What follows belongs to an exercise in optimizing a design on an open flow for small area, a short achievable clock period and few clock cycles; a production flow would make more cautious choices. RTL that was checked went through simulation tests only; none was proved equivalent to the original. No functional check of the RTL was part of runs 4 and 5.

**flow/design.v**
```verilog
module triangle (clk, reset, nt, xi, yi, busy, po, xo, yo);
   input clk, reset, nt;
   input [2:0] xi, yi;
   output reg busy, po;
   output reg [2:0] xo, yo;
reg [1:0] ld;            
reg [2:0] X2, Y2;
reg [2:0] YM;            
reg [2:0] W;             
reg       rt;            
reg [2:0] xe;            
reg [2:0] svl, svh;      
reg       fresh;         
reg [2:0] n, dou, din;
reg       up;
function [2:0] fdiv;
   input [2:0] w, n, d;
   begin
      case ({w, n, d})
      9'd1: fdiv = 3'd0;
      9'd2: fdiv = 3'd0;
      9'd3: fdiv = 3'd0;
      9'd4: fdiv = 3'd0;
      9'd5: fdiv = 3'd0;
      9'd6: fdiv = 3'd0;
      9'd7: fdiv = 3'd0;
      9'd9: fdiv = 3'd0;
      9'd10: fdiv = 3'd0;
      9'd11: fdiv = 3'd0;
      9'd12: fdiv = 3'd0;
      9'd13: fdiv = 3'd0;
      9'd14: fdiv = 3'd0;
      9'd15: fdiv = 3'd0;
      9'd18: fdiv = 3'd0;
      9'd19: fdiv = 3'd0;
      9'd20: fdiv = 3'd0;
      9'd21: fdiv = 3'd0;
      9'd22: fdiv = 3'd0;
      9'd23: fdiv = 3'd0;
      9'd27: fdiv = 3'd0;
      9'd28: fdiv = 3'd0;
      9'd29: fdiv = 3'd0;
      9'd30: fdiv = 3'd0;
      9'd31: fdiv = 3'd0;
      9'd36: fdiv = 3'd0;
      9'd37: fdiv = 3'd0;
      9'd38: fdiv = 3'd0;
      9'd39: fdiv = 3'd0;
      9'd45: fdiv = 3'd0;
      9'd46: fdiv = 3'd0;
      9'd47: fdiv = 3'd0;
      9'd54: fdiv = 3'd0;
      9'd55: fdiv = 3'd0;
      9'd63: fdiv = 3'd0;
      9'd65: fdiv = 3'd0;
      9'd66: fdiv = 3'd0;
      9'd67: fdiv = 3'd0;
      9'd68: fdiv = 3'd0;
      9'd69: fdiv = 3'd0;
      9'd70: fdiv = 3'd0;
      9'd71: fdiv = 3'd0;
      9'd73: fdiv = 3'd1;
      9'd74: fdiv = 3'd0;
      9'd75: fdiv = 3'd0;
      9'd76: fdiv = 3'd0;
      9'd77: fdiv = 3'd0;
      9'd78: fdiv = 3'd0;
      9'd79: fdiv = 3'd0;
      9'd82: fdiv = 3'd1;
      9'd83: fdiv = 3'd0;
      9'd84: fdiv = 3'd0;
      9'd85: fdiv = 3'd0;
      9'd86: fdiv = 3'd0;
      9'd87: fdiv = 3'd0;
      9'd91: fdiv = 3'd1;
      9'd92: fdiv = 3'd0;
      9'd93: fdiv = 3'd0;
      9'd94: fdiv = 3'd0;
      9'd95: fdiv = 3'd0;
      9'd100: fdiv = 3'd1;
      9'd101: fdiv = 3'd0;
      9'd102: fdiv = 3'd0;
      9'd103: fdiv = 3'd0;
      9'd109: fdiv = 3'd1;
      9'd110: fdiv = 3'd0;
      9'd111: fdiv = 3'd0;
      9'd118: fdiv = 3'd1;
      9'd119: fdiv = 3'd0;
      9'd127: fdiv = 3'd1;
      9'd129: fdiv = 3'd0;
      9'd130: fdiv = 3'd0;
      9'd131: fdiv = 3'd0;
      9'd132: fdiv = 3'd0;
      9'd133: fdiv = 3'd0;
      9'd134: fdiv = 3'd0;
      9'd135: fdiv = 3'd0;
      9'd137: fdiv = 3'd2;
      9'd138: fdiv = 3'd1;
      9'd139: fdiv = 3'd0;
      9'd140: fdiv = 3'd0;
      9'd141: fdiv = 3'd0;
      9'd142: fdiv = 3'd0;
      9'd143: fdiv = 3'd0;
      9'd146: fdiv = 3'd2;
      9'd147: fdiv = 3'd1;
      9'd148: fdiv = 3'd1;
      9'd149: fdiv = 3'd0;
      9'd150: fdiv = 3'd0;
      9'd151: fdiv = 3'd0;
      9'd155: fdiv = 3'd2;
      9'd156: fdiv = 3'd1;
      9'd157: fdiv = 3'd1;
      9'd158: fdiv = 3'd1;
      9'd159: fdiv = 3'd0;
      9'd164: fdiv = 3'd2;
      9'd165: fdiv = 3'd1;
      9'd166: fdiv = 3'd1;
      9'd167: fdiv = 3'd1;
      9'd173: fdiv = 3'd2;
      9'd174: fdiv = 3'd1;
      9'd175: fdiv = 3'd1;
      9'd182: fdiv = 3'd2;
      9'd183: fdiv = 3'd1;
      9'd191: fdiv = 3'd2;
      9'd193: fdiv = 3'd0;
      9'd194: fdiv = 3'd0;
      9'd195: fdiv = 3'd0;
      9'd196: fdiv = 3'd0;
      9'd197: fdiv = 3'd0;
      9'd198: fdiv = 3'd0;
      9'd199: fdiv = 3'd0;
      9'd201: fdiv = 3'd3;
      9'd202: fdiv = 3'd1;
      9'd203: fdiv = 3'd1;
      9'd204: fdiv = 3'd0;
      9'd205: fdiv = 3'd0;
      9'd206: fdiv = 3'd0;
      9'd207: fdiv = 3'd0;
      9'd210: fdiv = 3'd3;
      9'd211: fdiv = 3'd2;
      9'd212: fdiv = 3'd1;
      9'd213: fdiv = 3'd1;
      9'd214: fdiv = 3'd1;
      9'd215: fdiv = 3'd0;
      9'd219: fdiv = 3'd3;
      9'd220: fdiv = 3'd2;
      9'd221: fdiv = 3'd1;
      9'd222: fdiv = 3'd1;
      9'd223: fdiv = 3'd1;
      9'd228: fdiv = 3'd3;
      9'd229: fdiv = 3'd2;
      9'd230: fdiv = 3'd2;
      9'd231: fdiv = 3'd1;
      9'd237: fdiv = 3'd3;
      9'd238: fdiv = 3'd2;
      9'd239: fdiv = 3'd2;
      9'd246: fdiv = 3'd3;
      9'd247: fdiv = 3'd2;
      9'd255: fdiv = 3'd3;
      9'd257: fdiv = 3'd0;
      9'd258: fdiv = 3'd0;
      9'd259: fdiv = 3'd0;
      9'd260: fdiv = 3'd0;
      9'd261: fdiv = 3'd0;
      9'd262: fdiv = 3'd0;
      9'd263: fdiv = 3'd0;
      9'd265: fdiv = 3'd4;
      9'd266: fdiv = 3'd2;
      9'd267: fdiv = 3'd1;
      9'd268: fdiv = 3'd1;
      9'd269: fdiv = 3'd0;
      9'd270: fdiv = 3'd0;
      9'd271: fdiv = 3'd0;
      9'd274: fdiv = 3'd4;
      9'd275: fdiv = 3'd2;
      9'd276: fdiv = 3'd2;
      9'd277: fdiv = 3'd1;
      9'd278: fdiv = 3'd1;
      9'd279: fdiv = 3'd1;
      9'd283: fdiv = 3'd4;
      9'd284: fdiv = 3'd3;
      9'd285: fdiv = 3'd2;
      9'd286: fdiv = 3'd2;
      9'd287: fdiv = 3'd1;
      9'd292: fdiv = 3'd4;
      9'd293: fdiv = 3'd3;
      9'd294: fdiv = 3'd2;
      9'd295: fdiv = 3'd2;
      9'd301: fdiv = 3'd4;
      9'd302: fdiv = 3'd3;
      9'd303: fdiv = 3'd2;
      9'd310: fdiv = 3'd4;
      9'd311: fdiv = 3'd3;
      9'd319: fdiv = 3'd4;
      9'd321: fdiv = 3'd0;
      9'd322: fdiv = 3'd0;
      9'd323: fdiv = 3'd0;
      9'd324: fdiv = 3'd0;
      9'd325: fdiv = 3'd0;
      9'd326: fdiv = 3'd0;
      9'd327: fdiv = 3'd0;
      9'd329: fdiv = 3'd5;
      9'd330: fdiv = 3'd2;
      9'd331: fdiv = 3'd1;
      9'd332: fdiv = 3'd1;
      9'd333: fdiv = 3'd1;
      9'd334: fdiv = 3'd0;
      9'd335: fdiv = 3'd0;
      9'd338: fdiv = 3'd5;
      9'd339: fdiv = 3'd3;
      9'd340: fdiv = 3'd2;
      9'd341: fdiv = 3'd2;
      9'd342: fdiv = 3'd1;
      9'd343: fdiv = 3'd1;
      9'd347: fdiv = 3'd5;
      9'd348: fdiv = 3'd3;
      9'd349: fdiv = 3'd3;
      9'd350: fdiv = 3'd2;
      9'd351: fdiv = 3'd2;
      9'd356: fdiv = 3'd5;
      9'd357: fdiv = 3'd4;
      9'd358: fdiv = 3'd3;
      9'd359: fdiv = 3'd2;
      9'd365: fdiv = 3'd5;
      9'd366: fdiv = 3'd4;
      9'd367: fdiv = 3'd3;
      9'd374: fdiv = 3'd5;
      9'd375: fdiv = 3'd4;
      9'd383: fdiv = 3'd5;
      9'd385: fdiv = 3'd0;
      9'd386: fdiv = 3'd0;
      9'd387: fdiv = 3'd0;
      9'd388: fdiv = 3'd0;
      9'd389: fdiv = 3'd0;
      9'd390: fdiv = 3'd0;
      9'd391: fdiv = 3'd0;
      9'd393: fdiv = 3'd6;
      9'd394: fdiv = 3'd3;
      9'd395: fdiv = 3'd2;
      9'd396: fdiv = 3'd1;
      9'd397: fdiv = 3'd1;
      9'd398: fdiv = 3'd1;
      9'd399: fdiv = 3'd0;
      9'd402: fdiv = 3'd6;
      9'd403: fdiv = 3'd4;
      9'd404: fdiv = 3'd3;
      9'd405: fdiv = 3'd2;
      9'd406: fdiv = 3'd2;
      9'd407: fdiv = 3'd1;
      9'd411: fdiv = 3'd6;
      9'd412: fdiv = 3'd4;
      9'd413: fdiv = 3'd3;
      9'd414: fdiv = 3'd3;
      9'd415: fdiv = 3'd2;
      9'd420: fdiv = 3'd6;
      9'd421: fdiv = 3'd4;
      9'd422: fdiv = 3'd4;
      9'd423: fdiv = 3'd3;
      9'd429: fdiv = 3'd6;
      9'd430: fdiv = 3'd5;
      9'd431: fdiv = 3'd4;
      9'd438: fdiv = 3'd6;
      9'd439: fdiv = 3'd5;
      9'd447: fdiv = 3'd6;
      9'd449: fdiv = 3'd0;
      9'd450: fdiv = 3'd0;
      9'd451: fdiv = 3'd0;
      9'd452: fdiv = 3'd0;
      9'd453: fdiv = 3'd0;
      9'd454: fdiv = 3'd0;
      9'd455: fdiv = 3'd0;
      9'd457: fdiv = 3'd7;
      9'd458: fdiv = 3'd3;
      9'd459: fdiv = 3'd2;
      9'd460: fdiv = 3'd1;
      9'd461: fdiv = 3'd1;
      9'd462: fdiv = 3'd1;
      9'd463: fdiv = 3'd1;
      9'd466: fdiv = 3'd7;
      9'd467: fdiv = 3'd4;
      9'd468: fdiv = 3'd3;
      9'd469: fdiv = 3'd2;
      9'd470: fdiv = 3'd2;
      9'd471: fdiv = 3'd2;
      9'd475: fdiv = 3'd7;
      9'd476: fdiv = 3'd5;
      9'd477: fdiv = 3'd4;
      9'd478: fdiv = 3'd3;
      9'd479: fdiv = 3'd3;
      9'd484: fdiv = 3'd7;
      9'd485: fdiv = 3'd5;
      9'd486: fdiv = 3'd4;
      9'd487: fdiv = 3'd4;
      9'd493: fdiv = 3'd7;
      9'd494: fdiv = 3'd5;
      9'd495: fdiv = 3'd5;
      9'd502: fdiv = 3'd7;
      9'd503: fdiv = 3'd6;
      9'd511: fdiv = 3'd7;
      default: fdiv = 3'bxxx;
      endcase
   end
endfunction
function [2:0] cdiv;
   input [2:0] w, n, d;
   begin
      case ({w, n, d})
      9'd1: cdiv = 3'd0;
      9'd2: cdiv = 3'd0;
      9'd3: cdiv = 3'd0;
      9'd4: cdiv = 3'd0;
      9'd5: cdiv = 3'd0;
      9'd6: cdiv = 3'd0;
      9'd7: cdiv = 3'd0;
      9'd9: cdiv = 3'd0;
      9'd10: cdiv = 3'd0;
      9'd11: cdiv = 3'd0;
      9'd12: cdiv = 3'd0;
      9'd13: cdiv = 3'd0;
      9'd14: cdiv = 3'd0;
      9'd15: cdiv = 3'd0;
      9'd18: cdiv = 3'd0;
      9'd19: cdiv = 3'd0;
      9'd20: cdiv = 3'd0;
      9'd21: cdiv = 3'd0;
      9'd22: cdiv = 3'd0;
      9'd23: cdiv = 3'd0;
      9'd27: cdiv = 3'd0;
      9'd28: cdiv = 3'd0;
      9'd29: cdiv = 3'd0;
      9'd30: cdiv = 3'd0;
      9'd31: cdiv = 3'd0;
      9'd36: cdiv = 3'd0;
      9'd37: cdiv = 3'd0;
      9'd38: cdiv = 3'd0;
      9'd39: cdiv = 3'd0;
      9'd45: cdiv = 3'd0;
      9'd46: cdiv = 3'd0;
      9'd47: cdiv = 3'd0;
      9'd54: cdiv = 3'd0;
      9'd55: cdiv = 3'd0;
      9'd63: cdiv = 3'd0;
      9'd65: cdiv = 3'd0;
      9'd66: cdiv = 3'd0;
      9'd67: cdiv = 3'd0;
      9'd68: cdiv = 3'd0;
      9'd69: cdiv = 3'd0;
      9'd70: cdiv = 3'd0;
      9'd71: cdiv = 3'd0;
      9'd73: cdiv = 3'd1;
      9'd74: cdiv = 3'd1;
      9'd75: cdiv = 3'd1;
      9'd76: cdiv = 3'd1;
      9'd77: cdiv = 3'd1;
      9'd78: cdiv = 3'd1;
      9'd79: cdiv = 3'd1;
      9'd82: cdiv = 3'd1;
      9'd83: cdiv = 3'd1;
      9'd84: cdiv = 3'd1;
      9'd85: cdiv = 3'd1;
      9'd86: cdiv = 3'd1;
      9'd87: cdiv = 3'd1;
      9'd91: cdiv = 3'd1;
      9'd92: cdiv = 3'd1;
      9'd93: cdiv = 3'd1;
      9'd94: cdiv = 3'd1;
      9'd95: cdiv = 3'd1;
      9'd100: cdiv = 3'd1;
      9'd101: cdiv = 3'd1;
      9'd102: cdiv = 3'd1;
      9'd103: cdiv = 3'd1;
      9'd109: cdiv = 3'd1;
      9'd110: cdiv = 3'd1;
      9'd111: cdiv = 3'd1;
      9'd118: cdiv = 3'd1;
      9'd119: cdiv = 3'd1;
      9'd127: cdiv = 3'd1;
      9'd129: cdiv = 3'd0;
      9'd130: cdiv = 3'd0;
      9'd131: cdiv = 3'd0;
      9'd132: cdiv = 3'd0;
      9'd133: cdiv = 3'd0;
      9'd134: cdiv = 3'd0;
      9'd135: cdiv = 3'd0;
      9'd137: cdiv = 3'd2;
      9'd138: cdiv = 3'd1;
      9'd139: cdiv = 3'd1;
      9'd140: cdiv = 3'd1;
      9'd141: cdiv = 3'd1;
      9'd142: cdiv = 3'd1;
      9'd143: cdiv = 3'd1;
      9'd146: cdiv = 3'd2;
      9'd147: cdiv = 3'd2;
      9'd148: cdiv = 3'd1;
      9'd149: cdiv = 3'd1;
      9'd150: cdiv = 3'd1;
      9'd151: cdiv = 3'd1;
      9'd155: cdiv = 3'd2;
      9'd156: cdiv = 3'd2;
      9'd157: cdiv = 3'd2;
      9'd158: cdiv = 3'd1;
      9'd159: cdiv = 3'd1;
      9'd164: cdiv = 3'd2;
      9'd165: cdiv = 3'd2;
      9'd166: cdiv = 3'd2;
      9'd167: cdiv = 3'd2;
      9'd173: cdiv = 3'd2;
      9'd174: cdiv = 3'd2;
      9'd175: cdiv = 3'd2;
      9'd182: cdiv = 3'd2;
      9'd183: cdiv = 3'd2;
      9'd191: cdiv = 3'd2;
      9'd193: cdiv = 3'd0;
      9'd194: cdiv = 3'd0;
      9'd195: cdiv = 3'd0;
      9'd196: cdiv = 3'd0;
      9'd197: cdiv = 3'd0;
      9'd198: cdiv = 3'd0;
      9'd199: cdiv = 3'd0;
      9'd201: cdiv = 3'd3;
      9'd202: cdiv = 3'd2;
      9'd203: cdiv = 3'd1;
      9'd204: cdiv = 3'd1;
      9'd205: cdiv = 3'd1;
      9'd206: cdiv = 3'd1;
      9'd207: cdiv = 3'd1;
      9'd210: cdiv = 3'd3;
      9'd211: cdiv = 3'd2;
      9'd212: cdiv = 3'd2;
      9'd213: cdiv = 3'd2;
      9'd214: cdiv = 3'd1;
      9'd215: cdiv = 3'd1;
      9'd219: cdiv = 3'd3;
      9'd220: cdiv = 3'd3;
      9'd221: cdiv = 3'd2;
      9'd222: cdiv = 3'd2;
      9'd223: cdiv = 3'd2;
      9'd228: cdiv = 3'd3;
      9'd229: cdiv = 3'd3;
      9'd230: cdiv = 3'd2;
      9'd231: cdiv = 3'd2;
      9'd237: cdiv = 3'd3;
      9'd238: cdiv = 3'd3;
      9'd239: cdiv = 3'd3;
      9'd246: cdiv = 3'd3;
      9'd247: cdiv = 3'd3;
      9'd255: cdiv = 3'd3;
      9'd257: cdiv = 3'd0;
      9'd258: cdiv = 3'd0;
      9'd259: cdiv = 3'd0;
      9'd260: cdiv = 3'd0;
      9'd261: cdiv = 3'd0;
      9'd262: cdiv = 3'd0;
      9'd263: cdiv = 3'd0;
      9'd265: cdiv = 3'd4;
      9'd266: cdiv = 3'd2;
      9'd267: cdiv = 3'd2;
      9'd268: cdiv = 3'd1;
      9'd269: cdiv = 3'd1;
      9'd270: cdiv = 3'd1;
      9'd271: cdiv = 3'd1;
      9'd274: cdiv = 3'd4;
      9'd275: cdiv = 3'd3;
      9'd276: cdiv = 3'd2;
      9'd277: cdiv = 3'd2;
      9'd278: cdiv = 3'd2;
      9'd279: cdiv = 3'd2;
      9'd283: cdiv = 3'd4;
      9'd284: cdiv = 3'd3;
      9'd285: cdiv = 3'd3;
      9'd286: cdiv = 3'd2;
      9'd287: cdiv = 3'd2;
      9'd292: cdiv = 3'd4;
      9'd293: cdiv = 3'd4;
      9'd294: cdiv = 3'd3;
      9'd295: cdiv = 3'd3;
      9'd301: cdiv = 3'd4;
      9'd302: cdiv = 3'd4;
      9'd303: cdiv = 3'd3;
      9'd310: cdiv = 3'd4;
      9'd311: cdiv = 3'd4;
      9'd319: cdiv = 3'd4;
      9'd321: cdiv = 3'd0;
      9'd322: cdiv = 3'd0;
      9'd323: cdiv = 3'd0;
      9'd324: cdiv = 3'd0;
      9'd325: cdiv = 3'd0;
      9'd326: cdiv = 3'd0;
      9'd327: cdiv = 3'd0;
      9'd329: cdiv = 3'd5;
      9'd330: cdiv = 3'd3;
      9'd331: cdiv = 3'd2;
      9'd332: cdiv = 3'd2;
      9'd333: cdiv = 3'd1;
      9'd334: cdiv = 3'd1;
      9'd335: cdiv = 3'd1;
      9'd338: cdiv = 3'd5;
      9'd339: cdiv = 3'd4;
      9'd340: cdiv = 3'd3;
      9'd341: cdiv = 3'd2;
      9'd342: cdiv = 3'd2;
      9'd343: cdiv = 3'd2;
      9'd347: cdiv = 3'd5;
      9'd348: cdiv = 3'd4;
      9'd349: cdiv = 3'd3;
      9'd350: cdiv = 3'd3;
      9'd351: cdiv = 3'd3;
      9'd356: cdiv = 3'd5;
      9'd357: cdiv = 3'd4;
      9'd358: cdiv = 3'd4;
      9'd359: cdiv = 3'd3;
      9'd365: cdiv = 3'd5;
      9'd366: cdiv = 3'd5;
      9'd367: cdiv = 3'd4;
      9'd374: cdiv = 3'd5;
      9'd375: cdiv = 3'd5;
      9'd383: cdiv = 3'd5;
      9'd385: cdiv = 3'd0;
      9'd386: cdiv = 3'd0;
      9'd387: cdiv = 3'd0;
      9'd388: cdiv = 3'd0;
      9'd389: cdiv = 3'd0;
      9'd390: cdiv = 3'd0;
      9'd391: cdiv = 3'd0;
      9'd393: cdiv = 3'd6;
      9'd394: cdiv = 3'd3;
      9'd395: cdiv = 3'd2;
      9'd396: cdiv = 3'd2;
      9'd397: cdiv = 3'd2;
      9'd398: cdiv = 3'd1;
      9'd399: cdiv = 3'd1;
      9'd402: cdiv = 3'd6;
      9'd403: cdiv = 3'd4;
      9'd404: cdiv = 3'd3;
      9'd405: cdiv = 3'd3;
      9'd406: cdiv = 3'd2;
      9'd407: cdiv = 3'd2;
      9'd411: cdiv = 3'd6;
      9'd412: cdiv = 3'd5;
      9'd413: cdiv = 3'd4;
      9'd414: cdiv = 3'd3;
      9'd415: cdiv = 3'd3;
      9'd420: cdiv = 3'd6;
      9'd421: cdiv = 3'd5;
      9'd422: cdiv = 3'd4;
      9'd423: cdiv = 3'd4;
      9'd429: cdiv = 3'd6;
      9'd430: cdiv = 3'd5;
      9'd431: cdiv = 3'd5;
      9'd438: cdiv = 3'd6;
      9'd439: cdiv = 3'd6;
      9'd447: cdiv = 3'd6;
      9'd449: cdiv = 3'd0;
      9'd450: cdiv = 3'd0;
      9'd451: cdiv = 3'd0;
      9'd452: cdiv = 3'd0;
      9'd453: cdiv = 3'd0;
      9'd454: cdiv = 3'd0;
      9'd455: cdiv = 3'd0;
      9'd457: cdiv = 3'd7;
      9'd458: cdiv = 3'd4;
      9'd459: cdiv = 3'd3;
      9'd460: cdiv = 3'd2;
      9'd461: cdiv = 3'd2;
      9'd462: cdiv = 3'd2;
      9'd463: cdiv = 3'd1;
      9'd466: cdiv = 3'd7;
      9'd467: cdiv = 3'd5;
      9'd468: cdiv = 3'd4;
      9'd469: cdiv = 3'd3;
      9'd470: cdiv = 3'd3;
      9'd471: cdiv = 3'd2;
      9'd475: cdiv = 3'd7;
      9'd476: cdiv = 3'd6;
      9'd477: cdiv = 3'd5;
      9'd478: cdiv = 3'd4;
      9'd479: cdiv = 3'd3;
      9'd484: cdiv = 3'd7;
      9'd485: cdiv = 3'd6;
      9'd486: cdiv = 3'd5;
      9'd487: cdiv = 3'd4;
      9'd493: cdiv = 3'd7;
      9'd494: cdiv = 3'd6;
      9'd495: cdiv = 3'd5;
      9'd502: cdiv = 3'd7;
      9'd503: cdiv = 3'd6;
      9'd511: cdiv = 3'd7;
      default: cdiv = 3'bxxx;
      endcase
   end
endfunction
function [2:0] add3;
   input [2:0] a, b;
   begin
      add3 = a + b;
   end
endfunction
function [2:0] sub3;
   input [2:0] a, b;
   begin
      sub3 = a - b;
   end
endfunction
function gt3;
   input [2:0] a, b;
   begin
      gt3 = (a[2] & ~b[2]) | (~(a[2] ^ b[2]) & ((a[1] & ~b[1]) | (~(a[1] ^ b[1]) & a[0] & ~b[0])));
   end
endfunction
function [2:0] absd3;
   input [2:0] a, b;
   begin
      absd3 = (a > b) ? a - b : b - a;
   end
endfunction
function [2:0] subp3;
   input [2:0] a, b;
   begin
      subp3 = (a > b) ? a - b : 3'd0;
   end
endfunction
wire       run  = ld == 2'd3;
wire       adv  = run && !fresh && xo == xe;    
wire       sem  = gt3(svl, svh);                
wire [2:0] slo  = rt ? sub3(X2, svh) : add3(X2, svl);
wire [2:0] shi  = rt ? sub3(X2, svl) : add3(X2, svh);
wire       tip  = gt3(din, n);                  
wire [2:0] vlo  = cdiv(W, n, dou);
wire [2:0] vhi  = tip ? fdiv(W, n, din) : W;
wire       nz   = n == 3'd0;
wire       eq12 = up && din == 3'd0;            
wire       take = adv || (fresh && (run || (ld == 2'd2 && !up)));
wire [2:0] ybas = (ld == 2'd1) ? yo : Y2;
wire [2:0] dyu  = sub3(yi, ybas);
wire [2:0] dyd  = sub3(ybas, yi);
wire       yigt = gt3(yi, ybas);
always @(posedge clk or posedge reset) begin
   if (reset) begin
      busy <= 1'b0; po <= 1'b0; ld <= 2'd0;
   end else if (ld == 2'd0) begin
      po <= 1'b0;
      if (nt) begin
         busy <= 1'b1; ld <= 2'd1;
      end
   end else if (ld == 2'd1) begin
      ld <= 2'd2; po <= 1'b1;
   end else if (ld == 2'd2) begin
      ld <= 2'd3;
      po <= eq12;                     
   end else begin
      if (xo != xe) begin
         po <= 1'b1;
         if (add3(xo, 3'd1) == xe && yo == YM) begin
            busy <= 1'b0; ld <= 2'd0;
         end
      end else if (fresh) begin
         po <= 1'b0;
      end else begin
         po <= !sem;
         if (!sem && svl == svh && add3(yo, 3'd1) == YM) begin
            busy <= 1'b0; ld <= 2'd0;
         end
      end
   end
end
always @(posedge clk) begin
   if (fresh || adv) begin
      svl <= vlo; svh <= vhi;
   end
   if (take) begin
      n  <= (up || nz) ? add3(n, 3'd1) : sub3(n, 3'd1);
      up <= up || nz;
   end
   if (ld == 2'd0) begin
      xo <= xi; yo <= yi;             
   end else if (ld == 2'd1) begin
      W  <= absd3(xi, xo);
      rt <= gt3(xi, xo);
      X2 <= xi; Y2 <= yi; YM <= 3'd7;
      fresh <= 1'b1;
      if (yigt) begin                 
         up <= 1'b0; n <= add3(yi, ~yo); dou <= dyu; din <= 3'd0;
      end else begin                  
         up <= 1'b1; n <= 3'd1; din <= dyd;
      end
      if (gt3(yo, yi)) begin
         xo <= xi; xe <= xi; yo <= yi;
      end else if (yi == yo) begin
         xo <= gt3(xi, xo) ? xo : xi; xe <= gt3(xi, xo) ? xi : xo;
      end else begin
         xe <= xo;
      end
   end else if (ld == 2'd2) begin
      YM <= yigt ? yi : Y2;
      if (up || nz) dou <= dyu;
      if (up) begin
      end else if (nz) din <= 3'd0;   
      else din <= yigt ? 3'd0 : dyd;
      fresh <= up;
      if (eq12) xo <= add3(xo, 3'd1);
   end else begin
      if (take && !up && nz) begin    
         dou <= sub3(YM, Y2); din <= 3'd0;
      end
      fresh <= 1'b0;
      if (xo != xe) begin
         xo <= add3(xo, 3'd1);
      end else if (!fresh) begin
         yo <= add3(yo, 3'd1);
         xe <= shi;
         xo <= sem ? shi : slo;
      end
   end
end
endmodule
```
**flow/flow/run.sh**
```bash
#!/bin/bash
# The standard layout (standard.sh), with one synthesis change: no adder cell
# mapping (ADDER_MAP_FILE empty), so yosys leaves adders and comparators as
# plain gates for abc to optimise. Registers are mapped exactly as standard.
set -euo pipefail
bash standard.sh ADDER_MAP_FILE= finish > standard_flow.log 2>&1
```
**flow/standard.sh**
```bash
#!/bin/bash
# synth_recipe.tcl (not shown) runs the flow's synth.tcl, then flattens the netlist and writes it again
# the make line also repeats each setting of config.mk as NAME=value (left out here)
make -C /OpenROAD-flow-scripts/flow DESIGN_CONFIG=/design/flow/config.mk WORK_HOME=/design/flow/orfs CLKGATE_MAP_FILE= SYNTH_SCRIPT=/design/flow/synth_recipe.tcl "${@:-finish}"
```
**flow/config.mk**
```make
export PLATFORM = sky130hd
export DESIGN_NAME = triangle
export DESIGN_NICKNAME = triangle
export VERILOG_FILES = /design/flow/design.v
export SDC_FILE = /design/flow/constraint.sdc
export NUM_CORES = 4
export LEC_CHECK = 0
export ABC_AREA = 1
export CAP_MARGIN = 20
export CORE_MARGIN = 2
export CORE_UTILIZATION = 65
export SETUP_SLACK_MARGIN = 3.7
export SLEW_MARGIN = 20
```
**flow/constraint.sdc**
```tcl
create_clock -name core_clock -period 6.0 [get_ports {clk}]
set_input_delay 1.2000 -clock core_clock [delete_from_list [all_inputs] [get_ports {clk}]]
set_output_delay 1.2000 -clock core_clock [all_outputs]
set_load 0.01 [all_outputs]
```
==> results.txt, run 1 <==
Synth Area in Adders 0%; top_reg_cell synth edfxtp_1; top cells by area, synth edfxtp_1, nand2_1, nand3_1; Routed wire per std cell approximately 16 µm; R2R cell count 10; Peak Freq roughly 0.43 GHz; max_slew headroom 64.5%; Tot GR Track Use about a third; met2 Use GR between 50 and 60%; syn avg cell area ~6.1 µm²; fin area approximately 0.0046 mm²; most frequent cells in the layout nand2_1, inv_1, nand3_1; initial core utilization between 60% and 70%; Mapped Nets between 600 and 700; RSZ-0062 raised after global routing yes; global-route wire length before repair 19600 µm; cell taking the most area after synthesis edfxtp_1; Setup crit start kind input port; crit-path max FO 5; Critical Path RT 6.06 ns; fin crit period between 2 and 2.5 ns; Max clock buf depth 2; Post-Syn Area 0.00418 mm²; Hold Path Depth 2; H-tree depth 2; Antenna Nets Post-Route 0; DP HPWL 8550 µm; grt total ovfl 0; Yosys top cell area share 25.1%; Cell variety after synth 40; Ant. Diodes 0; main combinational cell family by area after synthesis simple AND/OR/NAND/NOR gates; layout cell share with drive strength beyond 1 9.57%; Synth Area in Compound Gates 16.3%; CTS tree built; fin nets 698; CTS Buf Count 5; fin. max-slew vios 0; met1 usage ~46%; GR Layer Usage met3 ~4.4%; DR vias 4611; status complete, no violations; routability cong. 1.01; CTS Root Cell clkbuf_8; post-synthesis instance total approximately 680; count of yosys warnings during synthesis 1; Worst Setup End Kind register; DP Area around 0.0044 mm²; Register Area roughly 0.0012 mm²; number of synthesized flops with an enable pin 35; largest net degree at the start of global routing 29; initial antenna violation count 0; critical path class in2reg; Via density approximately 6.0; multi-input logic area around 0.0026 mm²; CTS Hold Bufs 0; Chip Height ~84 µm; worst path arrival time about 2.4 ns; sequential share of the synthesized area 29.5%; Max Cap Violations 0; TNS Setup 0 ns; fillers approximately 520; Die ar. 0.00709 mm²; IO Pins 17; First-pass DRT Iterations 6; async set-reset flop share out of synthesis about a tenth; max incr delay on CP approximately 0.25 ns; multiplexer area fraction after synthesis 0%; Port Buffers 16; most common cell after layout, fill and taps aside nand2_1; Hold WC Path Type reg2reg; vias in the first global route about 4.3k; measured slew at the worst slew-check pin about 0.53 ns; DRC Markers 0; P&R area growth vs syn 9.37%; row count 29; die outline width approximately 84 µm; DRT Wirelength 11900 µm; # clock sinks 43; crit-path cells buf_6, inv_12, or2_1, nand2_2, nor3_4, buf_4, a21oi_4, a21oi_1, o21ai_1, nand2_1; kind of cell adding the most delay to the critical path simple AND/OR/NAND/NOR gates; Worst-path clk slew approximately 0.080 ns; WP depth 10; Fin. Hold Viols 0; Synth Area in XOR/XNOR 3.95%; core area roughly 0.0063 mm²; skew final between 0.005 and 0.006 ns; Synth Area in Simple Gates between 30% and 40%; final period utilization 38.5%; Setup-failing EPs final 0; busiest grt layer met2; slowest CP cell or2_1; Iteration-0 DRC Markers around 490; worst skew pair latency 0.31 ns; Buf+Inv Stages, Crit Path 3; register bit total from synthesis 43
-- cells by family after synthesis --
kind of cell              Yosys count
xor gates and xnor gates           18
DFF                                43
buffers and inverters             105
and+or+nand+nor                   396
AOI/OAI and AO/OA                 119
-- layout make-up --
class | count | share of cell area, %
Clock buffer | 5 | 1.51
Clock inverter | 3 | 0.958
Inverter | 82 | 7.17
Multi-Input combinational cell | 533 | 57.1
Sequential cell | 43 | 27.1
Tap cell | 77 | 2.11
Timing Repair Buffer | 24 | 4.13
-- state kept, by name, summed over array words and instances, names as in the netlist --
| register | cells |
|---|---|
| W | 3 |
| X2 | 3 |
| Y2 | 3 |
| YM | 3 |
| busy | 1 |
| din | 3 |
| dou | 3 |
| fresh | 1 |
| ld | 2 |
| n | 3 |
| po | 1 |
| rt | 1 |
| svh | 3 |
| svl | 3 |
| up | 1 |
| xe | 3 |
| xo | 3 |
| yo | 3 |
-- what timing repair did --
item                       4_1_cts  5_1_grt
gates resized for setup         41       23
pin swaps                        3        5
setup endpoints to repair       34       21
setup buffers                    6        1
-- routing by layer --
metal	vias to the layer above	part of all wire, %	wire length (µm)
met5	-	0	0
met4	0	2.8	337
met3	39	8.5	1020
met2	250	47	5610
met1	2066	42	4970
li1	2256	-	-
-- path summary, 6_finish.rpt --
check / from / end / slack (ns)
setup / recovery: yi[2] / xe[1]$_DFFE_PP_ / 3.69
hold / removal: busy$_DFFE_PP0P_ / busy$_DFFE_PP0P_ / 0.50
setup reg to reg: xo[2]$_DFFE_PP_ / din[0]$_DFFE_PP_ / 3.81
hold reg to reg: busy$_DFFE_PP0P_ / busy$_DFFE_PP0P_ / 0.50
max in group asynchronous: reset / ld[1]$_DFFE_PP0P_ / 4.78
min in group asynchronous: reset / po$_DFF_PP0_ / 1.06
-- synthesized netlist by cell type (all sizes together) (8+ instances only) --
master and n:
nand2 236, inv 82, nand3 72, nor2 67, o21ai 46, a21oi 35
edfxtp 35, buf 13, xor2 12, clkbuf 10, nor3 9, o211ai 9
a31oi 8
-- stage by stage --
stage | util (%) | instances | hold WS, ns | worst slack (ns)
after global placement | 69.4 | 752 | 0.488 | 2.89
after global routing | 72.8 | 767 | 0.548 | 3.65
after detailed placement | 69.4 | 752 | 0.484 | 2.82
after CTS | 72.4 | 766 | 0.506 | 3.69
final | 72.8 | 767 | 0.498 | 3.69
after floorplan | - | 681 | 0.518 | 3.68
-- tightest hold or removal path, cell delays in order, from the launching register on --
cell and delay (ns):
dfrtp_1 0.37, nand2_1 0.06, nand2_1 0.05
Testbench counts, summed over its fixed seeds: cycles 5,273.
==> inputs of run 2 (changes only) <==
--- a/flow/config.mk
+++ b/flow/config.mk
@@ -13 +13,2 @@
 export SLEW_MARGIN = 20
+export TNS_END_PERCENT = 100
==> run 2 against run 1 <==
Still clean on timing, DRC and antenna; non-clock buffer count did not move; global-route usage did not move; utilization did not move; register-to-register slack barely moved; worst hold slack did not move; sequential share of layout area did not move; first-iteration DRC count did not move; count of clock-buffer cells in the layout did not move; final cell count did not move; flip-flop and latch count did not move; critical path depth did not move.
==> results.txt, run 2 <==
Max Cap Violations 0 (unchanged); multi-input logic area 0.00261 mm² (unchanged); Routed wire per std cell 15.6 µm (unchanged); critical path class in2reg; post-synthesis instance total 681 (unchanged); grt total ovfl 0 (unchanged); Worst Setup End Kind register; crit-path max FO 5 (unchanged); core area 0.00628 mm² (unchanged); H-tree depth 2 (unchanged); most common cell after layout, fill and taps aside nand2_1; initial antenna violation count 0 (unchanged); Tot GR Track Use 33.9% (unchanged); fin. max-slew vios 0 (unchanged); Setup crit start kind input port; register bit total from synthesis 43 (unchanged); die outline width 84.2 µm (unchanged); status complete, no violations; # clock sinks 43 (unchanged); Yosys top cell area share 25.1% (unchanged); Die ar. 0.00709 mm² (unchanged); worst path arrival time 2.38 ns (about the same); CTS Root Cell clkbuf_8; final worst slack 3.69 ns (unchanged); largest net degree at the start of global routing 29 (unchanged); most common cell in the netlist nand2_1; TNS Setup 0 ns (unchanged); Cells after DPL 752 (unchanged); Chip Height 84.2 µm (unchanged); P&R area growth vs syn 9.37% (unchanged); CTS Buf Count 5 (unchanged); CTS tree built; fin nets 698 (unchanged); skew final 0.00578 ns (unchanged); syn avg cell area 6.14 µm² (unchanged); top cells by area, synth edfxtp_1, nand2_1, nand3_1; top cells by count, synth nand2_1, inv_1, nand3_1; layout cell share with drive strength beyond 1 9.57% (unchanged); async set-reset flop share out of synthesis 9.30% (unchanged); DRC Markers 0 (unchanged); measured slew at the worst slew-check pin 0.530 ns (unchanged); Via density 6.01 (unchanged); Cell variety after synth 40 (unchanged); Critical Path RT 6.06 ns (about the same); Mapped Nets 690 (unchanged); Hold WC Path Type reg2reg; Ant. Diodes 0 (unchanged); Fin. Hold Viols 0 (unchanged); row count 29 (unchanged); DRT Wirelength 11900 µm (unchanged); fillers 517 (unchanged); final period utilization 38.5% (unchanged); top_reg_cell synth edfxtp_1; initial core utilization 66.6% (unchanged); Place WS 2.82 ns (unchanged); Register Area 0.00124 mm² (unchanged); RSZ-0062 raised after global routing yes; crit-path cells buf_6, inv_12, or2_1, nand2_2, nor3_4, buf_4, a21oi_4, a21oi_1, o21ai_1, nand2_1; routability cong. 1.01 (unchanged); Post-Syn Area 0.00418 mm² (unchanged); cell taking the most area after synthesis edfxtp_1; slowest CP cell or2_1; non-filler cells, final 767 (unchanged); most frequent cells in the layout nand2_1, inv_1, nand3_1; Max clock buf depth 2 (unchanged); fin crit period 2.31 ns (unchanged); worst skew pair latency 0.31 ns (about the same); global-route wire length before repair 19600 µm (unchanged); DR vias 4611 (unchanged); Iteration-0 DRC Markers 491 (unchanged); First-pass DRT Iterations 6 (unchanged); Peak Freq 0.432 GHz (unchanged); number of synthesized flops with an enable pin 35 (unchanged); Worst-path clk slew 0.08 ns (about the same); Port Buffers 16 (unchanged); vias in the first global route 4261 (unchanged); max_slew headroom 64.5% (unchanged); DP HPWL 8550 µm (unchanged); IO Pins 17 (unchanged); sequential share of the synthesized area 29.5% (unchanged); Setup-failing EPs final 0 (unchanged); Antenna Nets Post-Route 0 (unchanged); max incr delay on CP 0.25 ns (about the same); count of yosys warnings during synthesis 1 (unchanged)
run 2: logic make-up (layout without fill, tap and decap cells):
logic type	count (synthesis)	in the layout	synth area share [%]
XOR/XNOR	18	18	3.95
flip-flops	43	43	29.5
buffers and inverters	105	114	10.3
AND/OR/NAND/NOR	396	396	40.0
AO/OA/AOI/OAI	119	119	16.3
run 2: area by class of cell:
cell class	count	area share, %
clock inverters	3	0.958
well taps	77	2.11
multi-input cells	533	57.1
repair buffers	24	4.13
inverters	82	7.17
flip-flops and latches	43	27.1
clock buffers	5	1.51
run 2: repair_timing:
action                                  in CTS  in global routing
endpoints found under the setup margin      34                 21
pin swaps                                    3                  5
gates resized for setup                     41                 23
setup buffers                                6                  1
hold buffers                                 0                  0
run 2: worst max-delay path, delay by kind of cell:
| family | cells | cell delay (ns) |
|---|---|---|
| AOI/OAI and AO/OA | 3 | 0.42 |
| and+or+nand+nor | 4 | 0.48 |
| buffers and inverters | 3 | 0.29 |
run 2: path summary, 6_finish.rpt:
path	from	to	slack (ns)	cells past startpoint
max in group asynchronous	reset	ld[1]$_DFFE_PP0P_	4.78	2
worst min-delay path	busy$_DFFE_PP0P_	busy$_DFFE_PP0P_	0.50	2
worst max register to register	xo[2]$_DFFE_PP_	din[0]$_DFFE_PP_	3.81	10
worst min register to register	busy$_DFFE_PP0P_	busy$_DFFE_PP0P_	0.50	2
min in group asynchronous	reset	po$_DFF_PP0_	1.06	2
worst max-delay path	yi[2]	xe[1]$_DFFE_PP_	3.69	10
run 2: per-layer routing:
| metal | global-route usage (%) | share of wire [%] |
|---|---|---|
| met3 | 4.42 | 8.5 |
| met1 | 45.9 | 42 |
| met5 | 0 | 0 |
| met4 | 12.9 | 2.8 |
| met2 | 55.6 | 47 |
run 2: metrics by stage:
| step | hold WS, ns | utilization, % | cell area (µm²) |
|---|---|---|---|
| 2_1_floorplan | 0.518 | - | 4210 |
| 3_3_place_gp | 0.488 | 69.4 | 4350 |
| 3_5_place_dp | 0.484 | 69.4 | 4350 |
| 4_1_cts | 0.506 | 72.4 | 4550 |
| 5_1_grt | 0.548 | 72.8 | 4570 |
| 6_report | 0.498 | 72.8 | 4570 |
==> inputs of run 3 (changes only) <==
--- a/flow/config.mk
+++ b/flow/config.mk
@@ -8,3 +8,3 @@
 export ABC_AREA = 1
-export CAP_MARGIN = 20
+export CAP_MARGIN = 0
 export CORE_MARGIN = 2
@@ -12,3 +12,2 @@
 export SETUP_SLACK_MARGIN = 3.7
-export SLEW_MARGIN = 20
-export TNS_END_PERCENT = 100
+export SLEW_MARGIN = 0
==> run 3 against run 2 <==
Clock skew is the same; first-iteration DRC count is the same; critical path depth is the same; area after synthesis is the same; flip-flop and latch count is the same; design area is the same; maximum frequency is the same; critical path type unchanged; largest cell class unchanged.
==> results.txt, run 3 <==
status complete, no violations; top_reg_cell synth edfxtp_1; Via density 6.01 (unchanged); most frequent cells in the layout nand2_1, inv_1, nand3_1; crit-path max FO 5 (unchanged); initial core utilization 66.6% (unchanged); r2r startpoint xo[2]$_DFFE_PP_; die outline width 84.2 µm (unchanged); IO Pins 17 (unchanged); CTS Root Cell clkbuf_8; sequential share of the synthesized area 29.5% (unchanged); Worst-path clk slew 0.08 ns (about the same); R2R cell count 10 (unchanged); DRC Markers 0 (unchanged); final period utilization 38.5% (unchanged); cell taking the most area after synthesis edfxtp_1; Place WS 2.82 ns (unchanged); Iteration-0 DRC Markers 491 (unchanged); core area 0.00628 mm² (unchanged); Hold Path Sink busy$_DFFE_PP0P_; Setup crit start kind input port; most common cell in the netlist nand2_1; vias in the first global route 4261 (unchanged); Fin. Hold Viols 0 (unchanged); Hold WC Path Type reg2reg; register bit total from synthesis 43 (unchanged); Antenna Nets Post-Route 0 (unchanged); First-pass DRT Iterations 6 (unchanged); fin area 0.00457 mm² (unchanged); number of synthesized flops with an enable pin 35 (unchanged); worst path arrival time 2.38 ns (about the same); worst skew pair latency 0.31 ns (about the same); Worst Setup End Kind register; Setup-failing EPs final 0 (unchanged); fin nets 698 (unchanged); hold path startpoint busy$_DFFE_PP0P_; critical path class in2reg; H-tree depth 2 (unchanged); Routed wire per std cell 15.6 µm (unchanged); Post-Syn Area 0.00418 mm² (unchanged); Mapped Nets 690 (unchanged); row count 29 (unchanged); final worst slack 3.69 ns (unchanged); CTS tree built; fin. max-slew vios 0 (unchanged); most common cell after layout, fill and taps aside nand2_1; largest net degree at the start of global routing 29 (unchanged); Port Buffers 16 (unchanged); Critical Path RT 6.06 ns (about the same); # clock sinks 43 (unchanged); Tot GR Track Use 33.9% (unchanged); Yosys top cell area share 25.1% (unchanged); TNS Setup 0 ns (unchanged); Ant. Diodes 0 (unchanged); syn avg cell area 6.14 µm² (unchanged); count of yosys warnings during synthesis 1 (unchanged); r2r endpoint din[0]$_DFFE_PP_; global-route wire length before repair 19600 µm (unchanged); fillers 517 (unchanged); top cells by area, synth edfxtp_1, nand2_1, nand3_1; CTS Hold Bufs 0 (unchanged); DP HPWL 8550 µm (unchanged); Peak Freq 0.432 GHz (unchanged); CTS Buf Count 5 (unchanged); grt total ovfl 0 (unchanged); measured slew at the worst slew-check pin 0.530 ns (unchanged); post-synthesis instance total 681 (unchanged); Max Cap Violations 0 (unchanged); initial antenna violation count 0 (unchanged); layout cell share with drive strength beyond 1 9.57% (unchanged); DRT Wirelength 11900 µm (unchanged); skew final 0.00578 ns (unchanged); max_slew headroom 64.5% (unchanged); routability cong. 1.01 (unchanged); R2R setup slack 3.81 ns (about the same); RSZ-0062 raised after global routing yes; fin crit period 2.31 ns (unchanged); Cell variety after synth 40 (unchanged); Chip Height 84.2 µm (unchanged); P&R area growth vs syn 9.37% (unchanged); async set-reset flop share out of synthesis 9.30% (unchanged); top cells by count, synth nand2_1, inv_1, nand3_1; Hold Path Depth 2 (unchanged); Die ar. 0.00709 mm² (unchanged); DP Area 0.00435 mm² (unchanged); Max clock buf depth 2 (unchanged); DR vias 4611 (unchanged)
[run 3: cell counts after synthesis]
Identical to the previous run, type by type.
[run 3: layer usage]
metal	vias up	part of all wire, %	track usage [%]	wire (µm)
met2	250	47	55.6	5610
met4	0	2.8	12.9	337
met3	39	8.5	4.42	1020
met1	2066	42	45.9	4970
li1	2256	-	-	-
met5	-	0	0	0
[run 3: repair_timing]
action | CTS | global route
gates resized for setup | 41 | 23
buffers inserted | 6 | 1
setup endpoints to repair | 34 | 21
pin swaps | 3 | 5
gates cloned | 0 | 0
[run 3: worst max path at each step]
stage	from	endpoint	slack (ns)	cells after the start
2_1_floorplan	yi[2]	xo[0]$_DFFE_PP_	3.68	6
3_3_place_gp	yi[2]	xo[2]$_DFFE_PP_	2.89	7
3_5_place_dp	yi[2]	xe[0]$_DFFE_PP_	2.82	9
4_1_cts	xi[2]	xe[0]$_DFFE_PP_	3.69	10
5_1_grt	yi[2]	xe[1]$_DFFE_PP_	3.65	10
6_report	yi[2]	xe[1]$_DFFE_PP_	3.69	10
[run 3: logic make-up (layout without fill, tap and decap cells)]
family                 Yosys count  after routing  share of synthesized area (%)
flip-flops                      43             43                           29.5
buffers and inverters          105            114                           10.3
AND/OR/NAND/NOR                396            396                           40.0
AO/OA/AOI/OAI                  119            119                           16.3
XOR/XNOR                        18             18                           3.95
[run 3: through the flow]
step / cells / util (%) / hold WS [ns]
3_5_place_dp: 752 / 69.4 / 0.484
6_report: 767 / 72.8 / 0.498
3_3_place_gp: 752 / 69.4 / 0.488
5_1_grt: 767 / 72.8 / 0.548
4_1_cts: 766 / 72.4 / 0.506
2_1_floorplan: 681 / - / 0.518
[run 3: cell type report]
class	instances	area, µm²	share of cell area, %
Clock inverter	3	43.8	0.958
Sequential cell	43	1240	27.1
Multi-Input combinational cell	533	2610	57.1
Inverter	82	328	7.17
Tap cell	77	96.3	2.11
Timing Repair Buffer	24	189	4.13
Clock buffer	5	68.8	1.51
[run 3: worst max-delay path, stage by stage]
cell	delay [ns]
buf_6	0.12
inv_12	0.03
or2_1	0.25
nand2_2	0.10
nor3_4	0.06
buf_4	0.14
a21oi_4	0.19
a21oi_1	0.11
o21ai_1	0.12
nand2_1	0.07
==> inputs of run 4 (changes only) <==
--- a/flow/design.v
+++ b/flow/design.v
@@ -6,4 +6,6 @@
 reg [1:0] ld;            
-reg [2:0] X2, Y2;
+reg [2:0] Y2;
 reg [2:0] YM;            
+reg       lr;            
+reg [2:0] XB;            
 reg [2:0] W;             
@@ -624,4 +626,4 @@
 wire       sem  = gt3(svl, svh);                
-wire [2:0] slo  = rt ? sub3(X2, svh) : add3(X2, svl);
-wire [2:0] shi  = rt ? sub3(X2, svl) : add3(X2, svh);
+wire [2:0] slo  = add3(XB, rt ? svh : svl) ^ {3{rt}};
+wire [2:0] shi  = add3(XB, rt ? svl : svh) ^ {3{rt}};
 wire       tip  = gt3(din, n);                  
@@ -652,3 +654,3 @@
          po <= 1'b1;
-         if (add3(xo, 3'd1) == xe && yo == YM) begin
+         if (lr && add3(xo, 3'd1) == xe) begin
             busy <= 1'b0; ld <= 2'd0;
@@ -659,3 +661,3 @@
          po <= !sem;
-         if (!sem && svl == svh && add3(yo, 3'd1) == YM) begin
+         if (!sem && svl == svh && yo == YM) begin
             busy <= 1'b0; ld <= 2'd0;
@@ -678,3 +680,3 @@
       rt <= gt3(xi, xo);
-      X2 <= xi; Y2 <= yi; YM <= 3'd7;
+      XB <= gt3(xi, xo) ? ~xi : xi; Y2 <= yi; YM <= 3'd7; lr <= 1'b0;
       fresh <= 1'b1;
@@ -693,3 +695,3 @@
    end else if (ld == 2'd2) begin
-      YM <= yigt ? yi : Y2;
+      YM <= sub3(yigt ? yi : Y2, 3'd1);
       if (up || nz) dou <= dyu;
@@ -702,3 +704,3 @@
       if (take && !up && nz) begin    
-         dou <= sub3(YM, Y2); din <= 3'd0;
+         dou <= sub3(add3(YM, 3'd1), Y2); din <= 3'd0;
       end
@@ -709,2 +711,3 @@
          yo <= add3(yo, 3'd1);
+         lr <= yo == YM;
          xe <= shi;
--- a/flow/config.mk
+++ b/flow/config.mk
@@ -8,6 +8,6 @@
 export ABC_AREA = 1
-export CAP_MARGIN = 0
+export CAP_MARGIN = 20
 export CORE_MARGIN = 2
 export CORE_UTILIZATION = 65
-export SETUP_SLACK_MARGIN = 3.7
-export SLEW_MARGIN = 0
+export SETUP_SLACK_MARGIN = 3.4
+export SLEW_MARGIN = 20
==> run 4 against run 3 <==
Final cell count is the same; critical endpoint is now yo[2]; worst hold slack gained 0.0087 ns; sequential share of layout area grew 0.66 points; setup slack lost 0.24 ns.
==> results.txt, run 4 <==
Critical Path RT 4.80 ns (-1.26 ns); DP HPWL 8320 µm (-2.7%); DRC Markers 0 (unchanged); Synth Area in XOR/XNOR 4.63% (+0.68 points); # clock sinks 44 (+2.3%); Max Cap Violations 0 (unchanged); Hold WC Path Type reg2reg; Hold Path Depth 2 (unchanged); CTS Root Cell clkbuf_8; cell taking the most area after synthesis edfxtp_1; Via density 6.04 (+0.41%); crit-path cells clkdlybuf4s50_1; multiplexer area fraction after synthesis 0% (unchanged); slowest CP cell clkdlybuf4s50_1; Antenna Nets Post-Route 0 (unchanged); Place WS 2.81 ns (-0.00696 ns); number of synthesized flops with an enable pin 36 (+2.9%); measured slew at the worst slew-check pin 0.735 ns (+0.205 ns); non-filler cells, final 767 (unchanged); main combinational cell family by area after synthesis simple AND/OR/NAND/NOR gates; Post-Syn Area 0.00416 mm² (-0.39%); TNS Setup 0 ns (unchanged); crit-path max FO 5 (unchanged); fin util 72.8% (-0.080 points); fin. max-slew vios 0 (unchanged); initial core utilization 66.3% (-0.26 points); most common cell in the netlist nand2_1; final worst slack 3.44 ns (-0.245 ns); Peak Freq 0.391 GHz (-9.6%); hold path startpoint busy$_DFFE_PP0P_; critical path class reg2out; R2R setup slack 3.64 ns (-0.17 ns); R2R cell count 12 (+2); grt total ovfl 0 (unchanged); max_slew headroom 50.5% (-14 points); CTS Hold Bufs 0 (unchanged); syn avg cell area 6.13 µm² (about the same); die outline width 84.0 µm (-0.18%); core area 0.00628 mm² (unchanged); global-route wire length before repair 19700 µm (+0.53%); DRT Wirelength 11700 µm (-2.0%); DR vias 4630 (+0.41%); RSZ-0062 raised after global routing no; r2r endpoint YM[2]$_SDFFCE_PP1P_; H-tree depth 2 (unchanged); Setup-failing EPs final 0 (unchanged); max incr delay on CP 0.58 ns (+0.33 ns); largest net degree at the start of global routing 26 (-10%); top cells by count, synth nand2_1, nand3_1, nor2_1; Max clock buf depth 2 (unchanged); most common cell after layout, fill and taps aside nand2_1; skew final 0.00962 ns (+0.00384 ns); Iteration-0 DRC Markers 555 (+13%); Hold Path Sink busy$_DFFE_PP0P_; status complete, no violations; Yosys top cell area share 26.0% (+0.82 points); Setup crit start kind register; Port Buffers 16 (unchanged); register bit total from synthesis 44 (+2.3%); Chip Height 84.0 µm (-0.18%); post-synthesis instance total 679 (-0.29%); Synth Area in Compound Gates 13.5% (-2.8 points); sequential share of the synthesized area 30.3% (+0.84 points); Buf+Inv Stages, Crit Path 1 (-2); count of yosys warnings during synthesis 1 (unchanged); Cells after DPL 748 (-0.53%); fin crit period 2.56 ns (+0.245 ns); async set-reset flop share out of synthesis 9.09% (-0.21 points); most frequent cells in the layout nand2_1, nand3_1, nor2_1; Fin. Hold Viols 0 (unchanged); Mapped Nets 688 (-0.29%); First-pass DRT Iterations 6 (unchanged); Worst-path clk slew 0.09 ns (about the same); kind of cell adding the most delay to the critical path buffers and inverters; initial antenna violation count 0 (unchanged); r2r startpoint ld[1]$_DFFE_PP0P_; Ant. Diodes 0 (unchanged); row count 29 (unchanged); Tot GR Track Use 33.7% (-0.15 points); vias in the first global route 4363 (+2.4%); fin nets 698 (unchanged); IO Pins 17 (unchanged); Routed wire per std cell 15.2 µm (-2.0%); final period utilization 42.6% (+4.1 points); worst path arrival time 1.36 ns (-1.02 ns); worst skew pair latency 0.31 ns (about the same); top_reg_cell synth edfxtp_1; Worst Setup End Kind output port; layout cell share with drive strength beyond 1 7.25% (-2.3 points); top cells by area, synth edfxtp_1, nand2_1, nand3_1; Die ar. 0.00706 mm² (-0.37%); Cell variety after synth 42 (+5.0%); Synth Area in Simple Gates 42.0% (+2.0 points); P&R area growth vs syn 9.68%; routability cong. 1.00 (-0.47%); Synth Area in Adders 0% (unchanged); CTS Buf Count 5 (unchanged); CTS tree built
-- run 4: cell types whose count changed in the layout (fill, tap and decap cells not counted), moves of 4 or more --
cell,change
clkdlybuf4s50_1,+8
dlygate4sd2_1,-4
inv_1,-7
nand2_1,+10
nand2_2,-11
nand3_1,+11
nor2_1,+10
nor2_2,-4
o211ai_1,-4
-- run 4: worst max-delay path by stage --
stage / slack, ns / cells after the start / start / end
floorplan: 3.62 / 6 / yi[1] / xo[0]$_DFFE_PP_
global placement: 2.91 / 7 / yi[1] / xo[0]$_DFFE_PP_
detailed placement: 2.81 / 7 / yi[2] / xo[0]$_DFFE_PP_
CTS: 3.41 / 1 / yo[2]$_DFFE_PP_ / yo[2]
global route: 3.41 / 9 / yi[0] / xe[2]$_DFFE_PP_
finish: 3.44 / 1 / yo[2]$_DFFE_PP_ / yo[2]
-- run 4: through the flow --
stage | hold WS (ns) | area, µm²
floorplan | 0.515 | 4160
global placement | 0.477 | 4300
detailed placement | 0.489 | 4300
CTS | 0.514 | 4480
global route | 0.548 | 4570
finish | 0.507 | 4570
-- run 4: what timing repair did --
action                                  in CTS  in global routing
gates resized for setup                     14                 11
cloned                                       1                  0
pin swaps                                    3                  1
endpoints found under the setup margin      21                 20
setup buffers                                2                  8
-- run 4: kinds of logic after synthesis --
group,after synthesis
AOI/OAI and AO/OA,101
xor gates and xnor gates,22
buffers and inverters,98
DFF,44
and+or+nand+nor,414
-- run 4: cell type report --
cell class | instances | area (µm²)
clock buffer | 5 | 68.8
clock inverter | 3 | 46.3
fill | 533 | 1710
inverter | 74 | 288
multi-input combinational | 537 | 2560
sequential | 44 | 1270
tap | 77 | 96.3
timing repair buffer | 26 | 235
timing repair inverter | 1 | 5.00
-- run 4: layer usage --
layer / GRT usage, % / vias to the layer above / share of wire [%]
met2: 56.7 / 246 / 48
met4: 12.9 / 0 / 3.3
li1: - / 2250 / -
met5: 0 / - / 0
met3: 3.96 / 42 / 7.6
met1: 44.4 / 2092 / 41
==> inputs of run 5 (changes only) <==
--- a/flow/config.mk
+++ b/flow/config.mk
@@ -11,3 +11,3 @@
 export CORE_UTILIZATION = 65
-export SETUP_SLACK_MARGIN = 3.4
+export SETUP_SLACK_MARGIN = 3.7
 export SLEW_MARGIN = 20
==> run 5 against run 4 <==
Global-route usage increased by 0.82 points; still clean on timing, DRC and antenna; design area increased by 4.0%; register-to-register slack improved by 0.09 ns; first-iteration DRC count increased by 8.8%; clock skew increased by 0.0024 ns; critical path type is now reg2reg; wire length increased by 9.1%.
==> results.txt, run 5 <==
hold path startpoint busy$_DFFE_PP0P_; Yosys top cell area share 26.0% (unchanged); CTS tree built; core area 0.00628 mm² (unchanged); Antenna Nets Post-Route 0 (unchanged); Post-Syn Area 0.00416 mm² (unchanged); Hold Path Depth 2 (unchanged); Peak Freq 0.441 GHz (+13%); Worst-path clk slew 0.10 ns (about the same); global-route wire length before repair 19900 µm (+1.1%); most frequent cells in the layout nand2_1, nand3_1, nor2_1; skew final 0.0120 ns (+0.00235 ns); register bit total from synthesis 44 (unchanged); Hold WC Path Type reg2reg; Port Buffers 16 (unchanged); number of synthesized flops with an enable pin 36 (unchanged); critical path class reg2reg; multi-input logic area 0.00266 mm² (+3.7%); Chip Height 84.0 µm (unchanged); CTS Root Cell clkbuf_8; Cell variety after synth 42 (unchanged); r2r endpoint dou[0]$_DFFE_PP_; DRC Markers 0 (unchanged); count of yosys warnings during synthesis 1 (unchanged); Setup crit start kind register; measured slew at the worst slew-check pin 0.655 ns (-0.0804 ns); status complete, no violations; fin nets 712 (+2.0%); R2R setup slack 3.73 ns (+0.09 ns); Routed wire per std cell 16.3 µm (+7.1%); Setup-failing EPs final 0 (unchanged); final period utilization 37.8% (-4.9 points); Die ar. 0.00706 mm² (unchanged); Max Cap Violations 0 (unchanged); # clock sinks 44 (unchanged); post-synthesis instance total 679 (unchanged); vias in the first global route 4352 (-0.25%); RSZ-0062 raised after global routing yes; worst skew pair latency 0.31 ns (about the same); fin crit period 2.27 ns (-0.292 ns); IO Pins 17 (unchanged); Via density 6.13 (+1.6%); layout cell share with drive strength beyond 1 12.8% (+5.5 points); Max clock buf depth 2 (unchanged); crit-path max FO 5 (unchanged); async set-reset flop share out of synthesis 9.09% (unchanged); Ant. Diodes 0 (unchanged); r2r startpoint xo[1]$_DFFE_PP_; R2R cell count 10 (-2); H-tree depth 2 (unchanged); Register Area 0.00127 mm² (+0.30%); top_reg_cell synth edfxtp_1; Mapped Nets 688 (unchanged); most common cell after layout, fill and taps aside nand2_1; largest net degree at the start of global routing 26 (unchanged); grt total ovfl 0 (unchanged); worst path arrival time 2.28 ns (+0.92 ns); top cells by count, synth nand2_1, nand3_1, nor2_1; Worst Setup End Kind register; DP HPWL 8400 µm (+0.92%); Iteration-0 DRC Markers 604 (+8.8%); TNS Setup 0 ns (unchanged); max_slew headroom 55.9% (+5.4 points); routability cong. 0.994 (-0.95%); Critical Path RT 6.01 ns (+1.21 ns); Tot GR Track Use 34.5% (+0.82 points); syn avg cell area 6.13 µm² (unchanged); Fin. Hold Viols 0 (unchanged); Hold Worst Slack 0.545 ns (+0.0384 ns); most common cell in the netlist nand2_1; Hold Path Sink busy$_DFFE_PP0P_; fin. max-slew vios 0 (unchanged); DRT Wirelength 12700 µm (+9.1%); initial antenna violation count 0 (unchanged); top cells by area, synth edfxtp_1, nand2_1, nand3_1; CTS Buf Count 5 (unchanged); First-pass DRT Iterations 6 (unchanged); P&R area growth vs syn 14.0%; fillers 497 (-6.8%); DR vias 4789 (+3.4%); cell taking the most area after synthesis edfxtp_1; row count 29 (unchanged); die outline width 84.0 µm (unchanged); initial core utilization 66.3% (unchanged); sequential share of the synthesized area 30.3% (unchanged)
-- run 5: cell counts after synthesis --
No cell type changed its count.
-- run 5: per-stage QoR --
stage               cell area, µm²  util [%]  setup WS, ns  std cells
global placement              4320      68.8          2.97        749
floorplan                     4170         -          3.70        679
detailed placement            4320      68.8          2.86        749
global route                  4750      75.6          3.63        781
finish                        4750      75.6          3.73        781
CTS                           4600      73.3          3.68        770
-- run 5: worst max-delay path, cell delays in order, from the launching register on --
cell and delay, ns:
edfxtp_1 0.43, buf_4 0.17, xnor2_2 0.23, nand3_1 0.17, nor3_2 0.20, nand2_1 0.20
nand2_2 0.15, nand3_1 0.08, nand2_1 0.08, inv_1 0.07, nor2_2 0.18
-- run 5: timing repair --
| action | 4_1_cts | 5_1_grt |
|---|---|---|
| endpoints found under the hold margin | 0 | 0 |
| cloned | 1 | 0 |
| endpoints found under the setup margin | 40 | 28 |
| gates resized for setup | 52 | 26 |
| pin swaps | 6 | 10 |
| setup buffers | 12 | 11 |
| hold buffers | 0 | 0 |
-- run 5: logic make-up after synthesis --
group | synth area share [%]
AO/OA/AOI/OAI | 13.5
buffers and inverters | 9.53
AND/OR/NAND/NOR | 42.0
flip-flops | 30.3
XOR/XNOR | 4.63
-- run 5: worst max-delay path by stage --
stage	slack, ns	from	cells past startpoint	to
5_1_grt	3.63	xo[1]$_DFFE_PP_	10	dou[0]$_DFFE_PP_
2_1_floorplan	3.70	yi[1]	9	n[0]$_DFF_P_
3_5_place_dp	2.86	yi[1]	8	xe[0]$_DFFE_PP_
3_3_place_gp	2.97	yi[1]	8	xe[1]$_DFFE_PP_
4_1_cts	3.68	xo[1]$_DFFE_PP_	10	din[1]$_DFFE_PP_
6_report	3.73	xo[1]$_DFFE_PP_	10	dou[0]$_DFFE_PP_
-- run 5: per-layer routing --
layer / track usage, % / share of wire [%] / routed length (µm) / up-vias
li1: - / - / - / 2275
met1: 43.9 / 39 / 4970 / 2149
met2: 59.8 / 48 / 6160 / 300
met3: 3.76 / 8.0 / 1020 / 65
met4: 13.8 / 4.7 / 602 / 0
met5: 0 / 0 / 0 / -
-- run 5: layout make-up --
type | instances | share of cell area (%)
repair inverters | 1 | 0.105
clock inverters | 3 | 0.975
flip-flops and latches | 44 | 26.7
clock buffers | 5 | 1.45
inverters | 74 | 6.06
repair buffers | 40 | 6.72
well taps | 77 | 2.03
multi-input cells | 537 | 55.9

-- re-timing with driven ports --
How much do the figures lean on ideal ports? The routed layouts below were timed once more, with nothing changed but the port constraints. Step 1 assumes that a clkbuf_16 drives the clock port and a buf_2 every other input. Step 2 moves the port delays by t, midway between the first and last clock arrival at a register: inputs arrive t later, outputs are due t later. That takes back most of the time a late clock gives input paths. a / b / c = no drivers / after step 1 / after step 2; a / b = the first two.
| run | t (ns) | slack for setup (ns) | worst register clock-pin slew, ns |
|---|---|---|---|
| run 1 | 0.334 | 3.687 / 3.683 / 3.349 | 0.09 / 0.09 |
| run 2 | 0.334 | 3.687 / 3.683 / 3.349 | 0.09 / 0.09 |
| run 3 | 0.334 | 3.687 / 3.683 / 3.349 | 0.09 / 0.09 |
| run 4 | 0.334 | 3.442 / 3.411 / 3.124 | 0.10 / 0.10 |
| run 5 | 0.343 | 3.735 / 3.702 / 3.404 | 0.10 / 0.10 |
After both steps every run listed still meets setup and hold.
